Context: an optimization exercise on an open-source flow, tuned for small area. The choices shown serve that exercise and are no tape-out recipe.
Only the layout flow was run in this run; the RTL was not checked for function there.
Power is estimated from default activity; no workload was simulated.

$ cat design/flow/flow/run.sh
#!/bin/bash
set -euo pipefail
bash standard.sh "BUFFER_PORTS_ARGS=-buffer_cell sky130_fd_sc_hd__buf_1" \
  "CTS_ARGS=-sink_clustering_enable -repair_clock_nets -buf_list sky130_fd_sc_hd__clkbuf_4 -dont_use_dummy_load" \
  finish > standard_flow.log 2>&1
$ cat design/flow/standard.sh
#!/bin/bash
# synth_recipe.tcl (not shown) runs the flow's synth.tcl, then flattens the netlist and writes it again
# the make line also repeats each setting of config.mk as NAME=value (left out here)
make -C /OpenROAD-flow-scripts/flow DESIGN_CONFIG=/design/flow/config.mk WORK_HOME=/design/flow/orfs CLKGATE_MAP_FILE= SYNTH_SCRIPT=/design/flow/synth_recipe.tcl "${@:-finish}"
$ cat design/flow/config.mk
export PLATFORM = sky130hd
export DESIGN_NAME = debug_uart
export DESIGN_NICKNAME = debug_uart
export VERILOG_FILES = /design/flow/design.v
export SDC_FILE = /design/flow/constraint.sdc
export NUM_CORES = 4
export LEC_CHECK = 0
export CAP_MARGIN = 20
export CORE_MARGIN = 2
export CORE_UTILIZATION = 50
export SLEW_MARGIN = 20
$ cat design/flow/constraint.sdc
create_clock -name core_clock -period 10.0 [get_ports {CLK}]
set_input_delay 2.0000 -clock core_clock [delete_from_list [all_inputs] [get_ports {CLK}]]
set_output_delay 2.0000 -clock core_clock [all_outputs]
set_load 0.01 [all_outputs]
$ cat design/flow/design.v
module debug_uart
  (
   input         RST_N,
   input         CLK,
   output        TXD,
   input         RXD,
   output reg [7:0]  LED,
   output        U_RUN,
   output        U_STOP,
   output        U_WRITE,
   output        U_READ,
   output [31:0] U_ADRS,
   input [31:0]  U_RDATA,
   output [31:0] U_WDATA
   );
   reg [5:0] c6;                        
   wire [4:0] c   = c6[4:0];            
   wire       c0  = (c == 5'd0);
   wire       c31 = (c == 5'd31);
   wire       t64 = c0 & ~c6[5];
   always @(posedge CLK or negedge RST_N)
     if (!RST_N) c6 <= 6'd0;
     else        c6 <= c6 + 6'd1;
   reg       s1, s2;                    
   reg       rx_on;                     
   reg       ph;                        
   reg [8:0] rsr;                       
   always @(posedge CLK or negedge RST_N)
     if (!RST_N) begin
        s1 <= 1'b1;
        s2 <= 1'b1;
     end else begin
        s1 <= RXD;
        s2 <= s1;
     end
   wire rx_start  = ~rx_on & c0 & ~s2;
   wire rx_sample = rx_on & c0 & (c6[5] == ph);
   always @(posedge CLK or negedge RST_N)
     if (!RST_N)                      rx_on <= 1'b0;
     else if (rx_start)               rx_on <= 1'b1;
     else if (rx_sample & ~rsr[0])    rx_on <= 1'b0;    
   always @(posedge CLK)
     if (rx_start) begin
        ph  <= c6[5];
        rsr <= 9'h0FF;
     end else if (rx_sample & rsr[0]) begin
        rsr <= {s2, rsr[8:1]};
     end
   wire [7:0] ch     = rsr[8:1];
   wire       ebit   = ~rx_on | rsr[8];             
   wire       rx_evt = rx_on & ~rsr[0] & c31 & (c6[5] == ph);
   localparam F_CMD = 3'd0, F_SP1 = 3'd1, F_ADR = 3'd2, F_SP2 = 3'd3, F_DAT = 3'd4;
   reg       line;
   reg [4:0] pc;
   reg [3:0] tb;
   reg [3:0] alive;                     
   wire [2:0] field = pc[2:0];
   wire [3:0] cnt   = tb;
   wire isget = alive[3];
   wire isset = alive[2];
   wire isrun = alive[1];
   wire isstp = alive[0];
   wire iserr = ~|alive;
   wire isCR = (ch == 8'h0D);
   wire isSP = (ch == 8'h20);
   wire ch_num = (ch[7:4] == 4'h3) & ~(ch[3] & (ch[2] | ch[1]));
   wire ch_alp = (ch[7:4] == 4'h4 || ch[7:4] == 4'h6) & ~ch[3] &
                 (ch[2:0] != 3'd0) & (ch[2:0] != 3'd7);
   wire [3:0] dig = ch_num ? ch[3:0] :
                    ch_alp ? {1'b1, ch[2] ^ (ch[1] & ch[0]), ch[1] ^ ch[0], ~ch[0]} :
                    4'd0;
   reg [3:0] m;
   always @(*) begin
      case (cnt[1:0])
        2'd0:    m = {ch == "g", ch == "s", ch == "r", ch == "s"};
        2'd1:    m = {ch == "e", ch == "e", ch == "u", ch == "t"};
        default: m = {ch == "t", ch == "t", ch == "n", ch == "p"};
      endcase
   end
   wire [3:0] tb1 = tb + 4'd1;
   wire cnt_lt3 = ~(cnt[1] & cnt[0]);   
   wire cnt_lt8 = ~cnt[3];
   wire ins_req = rx_evt & line & ~isCR &
                  (((field == F_SP1 || field == F_SP2) & ~isSP) |
                   ((field == F_ADR) & ~isSP & cnt_lt8) |
                   ((field == F_DAT) & cnt_lt8));
   reg [31:0] A, D;
   reg [3:0]  nib;                      
   reg        act;                      
   reg        cz;                       
   reg pcA, pcD;                        
   always @(*) begin
      pcA = 1'b0;
      pcD = 1'b0;
      case (pc)
        5'd4, 5'd5, 5'd6, 5'd7, 5'd8, 5'd9, 5'd10, 5'd11:     pcA = 1'b1;
        5'd13, 5'd14, 5'd15, 5'd16, 5'd17, 5'd18, 5'd19, 5'd20: pcD = 1'b1;
        default: ;
      endcase
   end
   wire dsel   = line ? (field == F_DAT) : pcD;
   wire op_insA = act &  line & (field == F_ADR);
   wire op_insD = act &  line & (field == F_DAT);
   wire op_inc  = act & ~line & (pc == 5'd22);
   wire op_dec  = act & ~line & (pc == 5'd0);
   wire op_clr  = act & ~line & (pc == 5'd24);
   wire cy      = c0 | cz;
   wire ins_bit = (c[4:2] == 3'd0) ? dig[c[1:0]] : nib[0];
   wire fA = op_clr ? 1'b0 : op_insA ? ins_bit : (A[0] ^ (op_inc & cy));
   wire fD = op_clr ? 1'b0 : op_insD ? ins_bit : (D[0] ^ (op_dec & cy));
   always @(posedge CLK) begin
      A   <= {fA, A[31:1]};
      D   <= {fD, D[31:1]};
      nib <= {dsel ? D[0] : A[0], nib[3:1]};
      cz  <= cy & (op_inc ? A[0] : op_dec ? ~D[0] : ~A[0]);
   end
   assign U_ADRS  = A;
   assign U_WDATA = D;
   reg [2:0] kp;                        
   always @(*) begin
      case (pc)
        5'd4,  5'd13: kp = 3'd0;        
        5'd5,  5'd14: kp = 3'd7;
        5'd6,  5'd15: kp = 3'd6;
        5'd7,  5'd16: kp = 3'd5;
        5'd8,  5'd17: kp = 3'd4;
        5'd9,  5'd18: kp = 3'd3;
        5'd10, 5'd19: kp = 3'd2;
        default:      kp = 3'd1;        
      endcase
   end
   wire c_dig = (c[1:0] == 2'd0) && (c[4:2] == kp);
   reg [3:0] rnib;                      
   always @(*) begin
      case (pc[2:0])
        3'd5: rnib = U_RDATA[31:28];
        3'd6: rnib = U_RDATA[27:24];
        3'd7: rnib = U_RDATA[23:20];
        3'd0: rnib = U_RDATA[19:16];
        3'd1: rnib = U_RDATA[15:12];
        3'd2: rnib = U_RDATA[11:8];
        3'd3: rnib = U_RDATA[7:4];
        default: rnib = U_RDATA[3:0];
      endcase
   end
   wire       rdig = pcD & isget;       
   wire [3:0] hn   = rdig ? rnib : nib;
   wire       gt9  = hn[3] & (hn[2] | hn[1]);
   wire [7:0] hch  = gt9 ? {5'b01000, hn[2] & (hn[1] | hn[0]), ~(hn[1] ^ hn[0]), ~hn[0]}
                         : {4'h3, hn};
   reg       qe, qtx;                  
   reg [7:0] tch;
   reg       tgt;
   always @(*) begin
      tch = 8'h20;
      tgt = c0;
      case (pc)
        5'd0:  tch = iserr ? "E" : "A";
        5'd1:  tch = iserr ? "R" : "C";
        5'd2:  tch = iserr ? "R" : "K";
        5'd21: begin tch = 8'h0D; tgt = c31; end
        5'd22: begin tch = 8'h0A; tgt = c31; end
        5'd23: begin tch = ">";   tgt = c31; end
        5'd25: begin tch = 8'h0A; tgt = c0 & ~rx_on & qe; end
        default: begin
           if (pcA | pcD) begin
              tch = hch;
              tgt = rdig ? c0 : c_dig;
           end
        end
      endcase
   end
   wire hit = ~line & ~c6[5] & tgt;
   reg bitval;
   always @(*) begin
      case (tb)
        4'd0:    bitval = 1'b0;           
        4'd1:    bitval = tch[0];
        4'd2:    bitval = tch[1];
        4'd3:    bitval = tch[2];
        4'd4:    bitval = tch[3];
        4'd5:    bitval = tch[4];
        4'd6:    bitval = tch[5];
        4'd7:    bitval = tch[6];
        4'd8:    bitval = tch[7];
        default: bitval = 1'b1;           
      endcase
   end
   always @(posedge CLK or negedge RST_N)
     if (!RST_N) begin
        qe  <= 1'b1;
        qtx <= 1'b1;
     end else begin
        if (t64) qe  <= ebit;
        if (hit) qtx <= bitval;
     end
   assign TXD = qe & qtx;
   wire more = isget & (D[3] | D[2]);   
   wire send_end = hit & (tb == 4'd10);
   always @(posedge CLK or negedge RST_N)
     if (!RST_N) begin
        line  <= 1'b0;
        pc    <= 5'd23;
        tb    <= 4'd0;
        alive <= 4'd0;
        act   <= 1'b0;
     end else begin
        if (c31)
          act <= ins_req | (send_end & ((pc == 5'd21) | (pc == 5'd22 & more) | (pc == 5'd23)));
        if (line) begin
           if (rx_evt) begin
              if (isCR) begin
                 line <= 1'b0;
                 pc   <= 5'd25;
                 tb   <= 4'd0;
                 if (field == F_CMD && cnt_lt3) alive <= 4'd0;
              end else begin
                 case (field)
                   F_CMD: begin
                      if (isSP) begin
                         pc <= {2'b00, F_SP1};
                         tb <= 4'd0;
                         if (cnt_lt3) alive <= 4'd0;
                      end else if (cnt_lt3) begin
                         alive <= (cnt == 4'd0) ? m : (alive & m);
                         tb    <= tb1;
                      end
                   end
                   F_SP1: if (!isSP) begin pc <= {2'b00, F_ADR}; tb <= 4'd1; end
                   F_ADR: begin
                      if (isSP) begin
                         pc <= {2'b00, F_SP2};
                         tb <= 4'd0;
                      end else if (cnt_lt8) tb <= tb1;
                   end
                   F_SP2: if (!isSP) begin pc <= {2'b00, F_DAT}; tb <= 4'd1; end
                   default: if (cnt_lt8) tb <= tb1;
                 endcase
              end
           end
        end else if (hit) begin
           if (tb != 4'd10) tb <= tb1;
           else begin
              tb <= 4'd0;
              case (pc)
                5'd22: pc <= more ? 5'd0 : 5'd23;
                5'd24: begin
                   line <= 1'b1;
                   pc   <= {2'b00, F_CMD};
                end
                5'd25: pc <= 5'd0;
                default: pc <= pc + 5'd1;
              endcase
           end
        end
     end
   reg user_run, user_stop;
   wire item = hit & (tb == 4'd0) & (pc == 5'd0);    
   assign U_WRITE = item & isset;
   assign U_READ  = item & isget;
   assign U_RUN   = user_run;
   assign U_STOP  = user_stop;
   always @(posedge CLK or negedge RST_N)
     if (!RST_N) begin
        user_run  <= 1'b0;
        user_stop <= 1'b0;
        LED       <= 8'd0;
     end else begin
        if (item & isrun) begin user_run <= 1'b1; user_stop <= 1'b0; end
        if (item & isstp) begin user_run <= 1'b0; user_stop <= 1'b1; end
        if (hit & (tb == 4'd0) & (pc == 5'd1) & isset & cz) LED <= D[7:0];
     end
endmodule
==> run notes <==
[state kept, by name, indices dropped and copies added (netlist names), 4 cells and up]
name / cells
A: 32
D: 32
rsr: 9
LED: 8
c6: 6
pc: 5
alive: 4
nib: 4
tb: 4
[metal layers]
metal  track usage, %  wire length, um
met1             31.4             5870
met2             40.5             6510
met3             6.05              932
met4             8.88              237
met5                0                0
[power groups by stage]
stage                     clock, mW  combinational, mW  sequential (mW)
final                         0.218             0.0113            0.462
after detailed placement          0             0.0114            0.472
after global routing          0.246             0.0128            0.462
after floorplan                   0            0.00281            0.472
after global placement            0             0.0113            0.472
after CTS                     0.228             0.0116            0.462
[cells in the mapped netlist, drive strengths merged, types with 8 or more instances]
cell type,number
buf,11
and2,11
a21oi,36
dfxtp,78
nand2,41
dfstp,8
o21ai,32
clkbuf,14
and3,10
nor2,26
xnor2,9
ha,28
inv,24
nor3,13
nand3,17
mux2,17
nor2b,10
mux2i,9
dfrtp,28
[area by class of cell]
| class | count | area, um2 | area share, % |
|---|---|---|---|
| Timing Repair Buffer | 111 | 418 | 7.05 |
| Multi-Input combinational cell | 369 | 2620 | 44.2 |
| Sequential cell | 115 | 2500 | 42.2 |
| Inverter | 24 | 90.1 | 1.52 |
| Tap cell | 136 | 170 | 2.87 |
| Clock buffer | 17 | 128 | 2.15 |
[worst reg2reg max path: stages, from the launching register on]
cell and delay (ps):
dfstp_2 880, inv_1 300, ha_1 390, nor4_1 540, and3_1 250, o311ai_2 100
a21o_2 220, o21ai_0 210, a41oi_1 200, o21ai_0 300, o221ai_1 180
[final timing paths]
check	to	startpoint	slack (ps)
max reg2reg	qtx	pc[2]	6340
max in group asynchronous	LED[5]	RST_N	7770
min reg2reg	D[22]	D[23]	330
min	D[22]	D[23]	330
min in group asynchronous	c6[0]	RST_N	1610
max	U_READ	pc[2]	3980
[kinds of logic (layout without fill, tap and decap cells)]
family | Yosys count | in the layout | synth area share (%)
simple gates | 166 | 166 | 16.9
mux | 26 | 26 | 5.33
buf+inv | 49 | 152 | 4.35
compound gates | 135 | 135 | 17.8
flops | 115 | 115 | 46.7
xor+xnor | 14 | 14 | 2.29
fa+ha+maj | 28 | 28 | 6.54
==> run notes <==
Gate power share=1.6%; first-pass GRT wire length=21,900 um; Core Util, Final=57.2%; DR pass1 iterations=6; most frequent cells in the layout=110 x buf_1, 78 x dfxtp_1, 41 x nand2_1, 36 x a21oi_1, 30 x o21ai_0; cell-internal power=544 uW; RSZ-0062 raised after global routing=no; Slew @ Worst Pin=937 ps; Critical Path Fanout Max=29; Flop pwr share=66.9%; most common cell after layout, fill and taps aside=buf_1; IO Pins=112; Area Overhead vs Synth=10.7%; crit share post-route=60.2%; Final min period=6020 ps; switching portion of total power=21.3%; peak supply drop=111 uV; PnR worst setup slack=3980 ps; FILL cells=972; cell taking the most area after synthesis=dfxtp_1; dpl hpwl=9930 um; IO Port Bufs=111; placed inst area=5800 um2; reg2reg path depth=10; grt ovf=0; outcome=complete, no violations; fin area=5930 um2; initial antenna violation count=0; Max-cap violations=0; CP max stage cell=dfstp_2; WP data required=8000 ps; Die X=107 um; clk slew on worst S/H paths=110 ps; clock share of power=31.5%; Psw=148 uW; TritonCTS clock tree=done; Yosys warning count=1; Mapped Cells=533; Pwr Density=117 nW/um2; average vias per placed instance=5.80; total track usage=24.6%; Hold Worst Slack=331 ps; Post-Syn Area=5350 um2; Slew HR=37.5%; CORE AREA=10,400 um2; Slew Limit Fails=0; fin cells=772; Row Count=37; crit-path max cell delay=880 ps; die area=11,600 um2; main flop type after synthesis=dfxtp_1; critical path's top delay family=flip-flops; post-route ant nets=0; share of layout cells above drive strength 1=8.96%; pre-CTS setup slack=4510 ps; fmax=166 MHz; Crit path buffers/inverters=2; total number of vias=4,474; Initial Utilization=51.6%; gp weighted congestion=0.914; die height=107 um; Leak=2.44 nW; htree depth=4; post_cts resized=0; Hold WC Path Type=reg2reg; Synth Area per Inst=10.0 um2; type of the worst setup path=reg2out; top cell type's share of synthesized area=29.2%; Post-CTS Setup Inserts=0; Synth async-reset ratio=31.3%; CTS buffer count=17; final setup skew=29.8 ps; # DRC=0; Root Driver=clkbuf_4; setup violators final=0; Worst Setup Start Kind=register; Worst EP arrival=4020 ps; Syn Nets=596; Layout Nets=701; Post-synth EDFFs=1; vias in the first global route=4,269; Total Power=691 uW; Seq/Total Area, Yosys=46.7%; hold depth=0; Sink Count=115; CP endpoint kind=output pin; worst-skew pair later-pin latency=510 ps; Iter 0 DRT Violations=325; Clock Tree Buf Depth=2; Cell variety after synth=76; Inst Count DP=755; flip-flop and latch count after synthesis=115; largest net degree at the start of global routing=37; Crit. path cell count=10; Cell Chain, Critical Path=inv_1, ha_1, mux2_1, o21ai_1, xnor2_1, and4_1, o221a_1, and3_1, and2_1, buf_1; Final TNS setup=0 ps; DR WL/cell=17.6 um; Final Hold Fails=0; Synth area leaders=dfxtp_1 29%, dfrtp_1 13%, ha_1 6.5%; CTS hold repair buffers=0; antenna fix cells=0; final wirelength=13,600 um

separate check: timing with driven ports:
No port has a modelled driver above. Below, the same layout with a new extraction and two added sets of constraints. Step 1 assumes that a clkbuf_16 drives the clock port and a buf_2 every other input. Step 2 also shifts input and output timing later by t, the mid clock arrival at the registers, as if the neighbouring blocks saw the same clock. a / b / c = no drivers / after step 1 / after step 2; a / b = the first two.
t (ns): 0.541
slack for setup (ns): 3.982 / 3.948 / 4.489
clock arrival spread, ns: 0.045 / 0.045
worst data-port slew with drivers (ns): 0.04
cell pins on the clock port's net: 1
After both steps setup and hold are still met in this run. For this run, drivers alone change the setup slack by -0.034 ns; drivers and shift together by +0.507 ns.
